What follows belongs to an exercise in optimizing a design on an open flow for small area, a short achievable clock period and few clock cycles; a production flow would make more cautious choices. Only simulation tests tie the RTL to the original design; equivalence was not proved.

==> flow/design.v (outline; a module is shown in full before it is edited, if it fits) <==
// module Milestone_1: 981 lines
module Milestone_1 (
	input  logic            Clock,
	input  logic            resetn,
	input  logic            start,
	input  logic   [15:0]   SRAM_read_data,
	output logic   [17:0]   SRAM_address,
	output logic   [15:0]   SRAM_write_data,
	output logic            SRAM_we_n,
	output logic            stop
);
  // ...
==> flow/run.sh <==
#!/bin/bash
# synth_recipe.tcl (not shown) runs the flow's synth.tcl, then flattens the netlist and writes it again
# the make line also repeats each setting of config.mk as NAME=value (left out here)
make -C /OpenROAD-flow-scripts/flow DESIGN_CONFIG=/design/flow/config.mk WORK_HOME=/design/flow/orfs CLKGATE_MAP_FILE= SYNTH_SCRIPT=/design/flow/synth_recipe.tcl finish
==> flow/config.mk <==
export PLATFORM = sky130hd
export DESIGN_NAME = Milestone_1
export DESIGN_NICKNAME = Milestone_1
export VERILOG_FILES = /design/flow/design.v
export SDC_FILE = /design/flow/constraint.sdc
export NUM_CORES = 4
export LEC_CHECK = 0
export ABC_CLOCK_PERIOD_IN_PS = 4500
export CAP_MARGIN = 20
export CORE_MARGIN = 2
export CORE_UTILIZATION = 40
export SETUP_SLACK_MARGIN = 5
export SLEW_MARGIN = 20
==> flow/constraint.sdc <==
create_clock -name core_clock -period 11.0 [get_ports {Clock}]
set_input_delay 2.2000 -clock core_clock [delete_from_list [all_inputs] [get_ports {Clock}]]
set_output_delay 2.2000 -clock core_clock [all_outputs]
set_load 0.01 [all_outputs]
==> results.sh, run 1 <==
export IMPL_status="complete, no violations"
export IMPL_slew_violations=0
export IMPL_maxSlewHeadroom_pct=30.8
export IMPL_grt_pass1_wl_um=104000
export IMPL_synth_area_sq_um=26400
export IMPL_cts_sinks=420
export IMPL_wl_met2_um=33200
export IMPL_whs_ps=322
export IMPL_utilization_pct=45.1
export IMPL_r2r_cells=15
export IMPL_largest_register_ffs=48
export IMPL_rsz0062_at_grt="false"
export IMPL_io_pins=55
export IMPL_n_antenna_cell=2
export IMPL_cts_tree="built"
export IMPL_inverters=413
export IMPL_htreeDepth=2
export IMPL_avgSynthCellArea_sq_um=10.7
export IMPL_setup_ws_ps=6330
export IMPL_first_pass_iters=8
export IMPL_regToRegEndpoint="SRAM_address[16]"
export IMPL_ys_types=77
export IMPL_antenna_left=0
export IMPL_critPathArrivalTime_ps=5160
export IMPL_areaGrowthSynthToFinish_pct=12.2
export IMPL_synth_top_area_share_pct=18.6
export IMPL_hold_viol=0
export IMPL_synth_async_reset_ratio_pct=19.0
export IMPL_vias_per_cell=5.08
export IMPL_reg_top3="uw x48, vw x40"
export IMPL_grt_max_degree=81
export IMPL_rrSetupSlack_ps=6330
export IMPL_nClkBuffers=66
export IMPL_period_minus_slack_ps=4670
Testbench counts, summed over its fixed seeds: cycles 774,744.
==> run 2: changes to the inputs <==
--- a/flow/design.v
+++ b/flow/design.v
@@ -45,101 +45,117 @@
 		if (kka == 8'd160) begin
 			nxg = 1'b1;
 			np  = 3'd5;
 		end else begin
 			nkk = kka + 8'd1;
 		end
 	end
 end
-logic        n_rd_y, n_wr, n_rd_uv;
+logic        n_rd_y, n_wr, n_rd_uv, b_rd_y, b_wr, b_rd_uv, b_isv;
+logic [1:0]  b_off;
 logic [17:0] uv_addr;
 logic [1:0]  uv_off;
 logic        uv_isv;
 always_comb begin
 	n_rd_y  = 1'b0;
 	n_wr    = 1'b0;
 	n_rd_uv = 1'b0;
 	uv_off  = 2'd2;
 	uv_isv  = 1'b0;
-	if (xga) begin
-		n_rd_uv = 1'b1; uv_isv = 1'b1; uv_off = (pa == 3'd5) ? 2'd0 : 2'd1;
-	end else if (kka == 8'd0) begin
-		case (pa)
+	if (nxg) begin
+		n_rd_uv = 1'b1; uv_isv = 1'b1; uv_off = (np == 3'd5) ? 2'd0 : 2'd1;
+	end else if (nkk == 8'd0) begin
+		case (np)
 			3'd1: n_rd_y = 1'b1;
 			3'd2: begin n_rd_uv = 1'b1; uv_isv = 1'b0; uv_off = 2'd2; end
 			default: ;
 		endcase
 	end else begin
-		case (pa)
+		case (np)
 			3'd0: begin
-				if (!kka[0]) begin
+				if (!nkk[0]) begin
 					uv_isv = 1'b0;
-					if (kka == 8'd160) begin n_rd_uv = 1'b1; uv_off = 2'd0; end
-					else n_rd_uv = (kka <= 8'd154);
+					if (nkk == 8'd160) begin n_rd_uv = 1'b1; uv_off = 2'd0; end
+					else n_rd_uv = (nkk <= 8'd154);
 				end else begin
 					uv_isv = 1'b1;
-					n_rd_uv = (kka <= 8'd155);
+					n_rd_uv = (nkk <= 8'd155);
 				end
 			end
 			3'd1: begin
-				if (kka == 8'd160) begin n_rd_uv = 1'b1; uv_isv = 1'b0; uv_off = 2'd1; end
+				if (nkk == 8'd160) begin n_rd_uv = 1'b1; uv_isv = 1'b0; uv_off = 2'd1; end
 				else n_rd_y = 1'b1;
 			end
-			default: n_wr = !pre;
+			default: n_wr = 1'b1;
 		endcase
 	end
 end
-assign uv_addr = {3'd0, ycnt[15:1]} + (uv_isv ? V_BASE : U_BASE) + {16'd0, uv_off};
+assign uv_addr = {3'd0, ycnt[15:1]} + (b_isv ? V_BASE : U_BASE) + {16'd0, b_off};
 always_ff @(posedge Clock or negedge resetn) begin
 	if (~resetn) begin
 		run <= 1'b0;
 		stop <= 1'b0;
 		pre <= 1'b0;
 		xg <= 1'b0;
 		p <= 3'd0;
 		kk <= 8'd0;
 		pa <= 3'd0;
 		kka <= 8'd0;
 		xga <= 1'b0;
 		ycnt <= 16'd0;
 		waddr <= RGB_BASE;
+		b_rd_y <= 1'b0;
+		b_wr <= 1'b0;
+		b_rd_uv <= 1'b0;
+		b_isv <= 1'b0;
+		b_off <= 2'd0;
 		SRAM_address <= 18'd0;
 		SRAM_we_n <= 1'b1;
 	end else begin
 		SRAM_we_n <= 1'b1;
 		if (!run) begin
 			if (start && !stop) begin
 				run <= 1'b1;
 				pre <= 1'b1;
 				p <= 3'd0;
 				kk <= 8'd160;
 				pa <= 3'd1;
 				kka <= 8'd160;
 				SRAM_address <= U_BASE;
+				b_rd_y <= 1'b0;
+				b_wr <= 1'b0;
+				b_rd_uv <= 1'b1;
+				b_isv <= 1'b0;
+				b_off <= 2'd1;
 			end
 		end else if (row_end && last_row) begin
 			run <= 1'b0;
 			stop <= 1'b1;
 		end else begin
 			p <= pa;
 			kk <= kka;
 			xg <= xga;
 			pa <= np;
 			kka <= nkk;
 			xga <= nxg;
 			if (xga) pre <= 1'b0;
-			if (n_rd_y) begin
+			b_rd_y <= n_rd_y;
+			b_wr <= n_wr;
+			b_rd_uv <= n_rd_uv;
+			b_isv <= uv_isv;
+			b_off <= uv_off;
+			if (b_rd_y) begin
 				SRAM_address <= {2'd0, ycnt};
 				ycnt <= ycnt + 16'd1;
-			end else if (n_wr) begin
+			end else if (b_wr && !pre) begin
 				SRAM_address <= waddr;
 				waddr <= waddr + 18'd1;
 				SRAM_we_n <= 1'b0;
-			end else if (n_rd_uv) begin
+			end else if (b_rd_uv) begin
 				SRAM_address <= uv_addr;
 			end
 		end
 	end
 end
 logic c_s1v, c_tmode, c_tm2, c_tm3, c_isv3, c_first_i, c_ld_opu, c_ld_opv;
 logic c_cap_even, c_first_e, c_w1, c_w2;
 always_ff @(posedge Clock) begin
==> run 2 against run 1 <==
Clock skew rose by 12 ps; cell area rose by 0.89%; fmax rose by 5.5%; highest routed layer unchanged.
==> results.sh, run 2 <==
export IMPL_status="complete, no violations"
export IMPL_wirelength_um=65100
export IMPL_avgSynthCellArea_sq_um=10.6
export IMPL_cts_tree="built"
export IMPL_grt_overflow=0
export IMPL_slew_violations=0
export IMPL_antenna_left=0
export IMPL_rr_startpoint="ey[0]"
export IMPL_cts_resized=0
export IMPL_tns_ps=0
export IMPL_setup_violations=0
export IMPL_drive_gt1_share_pct=6.98
export IMPL_cp_max_fo=7
export IMPL_root_buffer="clkbuf_16"
export IMPL_first_pass_iters=5
export IMPL_crit_chain="clkdlybuf4s50_1, mux2i_1, nand2_1, o21ai_0, mux2i_1, ha_1, fa_1, a21o_1, a21oi_1, o21bai_1, a21oi_1, o21bai_1, a21oi_1, nor2_1"
export IMPL_regToRegEndpoint="gc"
export IMPL_insertion_delay_ps=620
export IMPL_cts_buffers=50
export IMPL_start_util_pct=40.4
export IMPL_reg_top3="uw x48, vw x40"
export IMPL_regMostFlops="uw"
export IMPL_r2r_cells=12
export IMPL_maxSlewHeadroom_pct=37.1
export IMPL_grt_max_degree=53
export IMPL_hold_path_depth=0
export IMPL_dp_slack_ps=5950
export IMPL_avgRoutedWirePerCell_um=18.7
export IMPL_antenna_found_initial=3
export IMPL_worst_pin_slew_ps=942
export IMPL_gp_congestion=0.935
export IMPL_htreeDepth=2
export IMPL_fin_crit_sh_pct=40.3
export IMPL_crit_cells=14
export IMPL_critical_path_top_delay_family="compound AO/OA/AOI/OAI gates"
export IMPL_critPathKind="primary input to flop"
export IMPL_synth_yosys_warnings=3
export IMPL_io_pins=55
export IMPL_end_kind="flop"
export IMPL_die_w_um=262
export IMPL_synth_common_cells="inv_1, nand2_1, fa_1, ha_1, dfxtp_1"
export IMPL_coreArea_sq_um=65900
export IMPL_die_area_sq_um=68700
export IMPL_port_buffers=54
export IMPL_min_to="e_first"
export IMPL_cpPeakStageDelay_ps=540
export IMPL_vias_per_cell=5.08
export IMPL_placementRows=94
export IMPL_synth_area_leader_cell="fa_1"
export IMPL_postCtsHoldBufs=0
export IMPL_ys_types=78
export IMPL_drt_iter0_drc=1017
export IMPL_synth_area_sq_um=26600
export IMPL_period_minus_slack_ps=4430
export IMPL_ys_seq_area_share_pct=39.3
export IMPL_synth_edf_count=149
export IMPL_ys_seq_elements=426
export IMPL_yosysMostFrequentCell="inv_1"
export IMPL_critPathArrivalTime_ps=4910
export IMPL_hold_viol=0
export IMPL_hp_class="flop to flop"
export IMPL_syn_nets=2999
export IMPL_synthTopCellsByArea="fa_1, edfxtp_1, dfxtp_1, ha_1, dfrtp_1"
export IMPL_rsz0062_at_grt="false"
export IMPL_cts_sinks=426
export IMPL_cp_start_kind="primary input"
export IMPL_synth_async_reset_ratio_pct=20.2
export IMPL_cp_required_ps=11480
export IMPL_ctsLongestPathBuffers=3
export IMPL_die_h_um=262
export IMPL_min_delay_start="c_first_e"
export IMPL_grt_pass1_wl_um=104000
export IMPL_dpl_hpwl_um=50600
export IMPL_cp_buffers_inverters=1
export IMPL_areaGrowthSynthToFinish_pct=12.0
export IMPL_grt_pass1_vias=18700
export IMPL_setup_ws_ps=6570
export IMPL_fmax_ghz=0.226
export IMPL_rrSetupSlack_ps=6780
export IMPL_cap_violations=0
export IMPL_cp_common_cell="a21oi_1"
export IMPL_synth_top_area_share_pct=18.4
export IMPL_largest_register_ffs=48
export IMPL_postCtsSetupBuffers=0
export IMPL_grtUsageTotal_pct=19.6
export IMPL_clkTransAtPathRegs_ps=60
export IMPL_vias=17700
export IMPL_slowest_stage="clkdlybuf4s50_1"
export IMPL_final_cell_mix="inv_1, nand2_1, fa_1, ha_1, dfxtp_1"
export IMPL_layout_cells_most_common="inv_1"
export IMPL_layout_nets=3059
export IMPL_clock_skew_final_ps=28.9
export IMPL_syn_instance_count=2521
export IMPL_drc=0
export IMPL_synth_flop_cell="dfxtp_1"
==> run 2: cell count changes after synthesis, sizes merged, moves of 9 or more <==
| cell | previous run | this run |
|---|---|---|
| and3 | 20 | 11 |
| mux2 | 65 | 56 |
| nand2 | 303 | 329 |
| nand3 | 28 | 52 |
| nor2 | 106 | 92 |
| o21ai | 110 | 123 |
==> run 2: cell type report <==
type | count | area [sq um]
inverters | 421 | 1580
fillers | 6163 | 36000
well taps | 864 | 1080
clock inverters | 38 | 355
flip-flops and latches | 426 | 10500
multi-input cells | 1604 | 14300
clock buffers | 56 | 1320
repair buffers | 78 | 718
diodes | 1 | 2.50
==> run 2: kinds of logic after synthesis <==
family	count (synthesis)	synth area share, %
and+or+nand+nor	619	10.5
xor gates and xnor gates	85	2.79
muxes	89	3.61
DFF	426	39.3
AOI/OAI and AO/OA	351	8.26
adders and majority gates	460	28.5
buffers and inverters	491	7.04
==> run 2: routing by layer <==
metal | wire (um) | global-route usage, % | up-vias
met4 | 2130 | 6.69 | 0
li1 | - | - | 8382
met2 | 31200 | 33.0 | 443
met3 | 3040 | 3.40 | 129
met5 | 0 | 0 | -
met1 | 28700 | 25.6 | 8780
==> run 2: how the worst max path moves through the flow <==
stage	from	end	slack, ps
after detailed placement	SRAM_read_data[8]	p1m[8]	5950
after floorplan	SRAM_read_data[8]	p1m[8]	6840
after CTS	SRAM_read_data[8]	p1m[8]	6590
after global routing	SRAM_read_data[8]	p1m[8]	6310
after global placement	SRAM_read_data[8]	p1m[8]	6020
final	SRAM_read_data[8]	p1m[8]	6570
==> run 2: worst reg2reg max path, stage by stage, from the launching register on <==
cell      delay, ps
dfxtp_1         750
inv_1           370
fa_1            560
fa_1            490
inv_1            50
fa_1            450
ha_1            340
a21o_1          180
a21o_1          170
a221oi_1        300
o21ai_0         170
a31oi_1         190
o21ai_0         100
==> run 2: stage by stage <==
stage / std cells / instance area (sq um) / hold slack [ps] / util [%]
3_3_place_gp: 3393 / 28200 / 314 / 42.8
2_1_floorplan: 2521 / 26600 / 310 / -
5_1_grt: 3487 / 29800 / 335 / 45.3
6_report: 3488 / 29800 / 327 / 45.3
3_5_place_dp: 3393 / 28200 / 312 / 42.8
4_1_cts: 3487 / 29800 / 325 / 45.3
Testbench counts of run 2, summed over its fixed seeds: cycles 774,744.

==> static timing again, ports no longer ideal <==
How much do the figures lean on ideal ports? The routed layouts below were timed once more, with nothing changed but the port constraints.
Step 1 assumes that a clkbuf_16 drives the clock port and a buf_2 every other input.
Step 2 adds t to the input delays and takes it off the output delays; t is the mean of the earliest and latest rising clock arrival at the registers after step 1. Input paths then give back, and output paths get back, about the clock's delay inside the block.
a / b / c = ideal / step 1 / step 2; a / b = the first two.
run	t, ns	setup WS [ns]	worst hold slack (ns)	latest minus earliest clock arrival (ns)	worst slew at a driven data input, ns
run 1	0.659	6.327 / 6.327 / 5.750	0.322 / 0.322 / 0.322	0.019 / 0.019	0.04
run 2	0.661	6.571 / 6.609 / 5.948	0.327 / 0.327 / 0.327	0.032 / 0.033	0.03
After both steps every run listed still meets setup and hold. For run 2, which loses most, drivers alone change the setup slack by +0.038 ns; drivers and shift together by -0.623 ns.
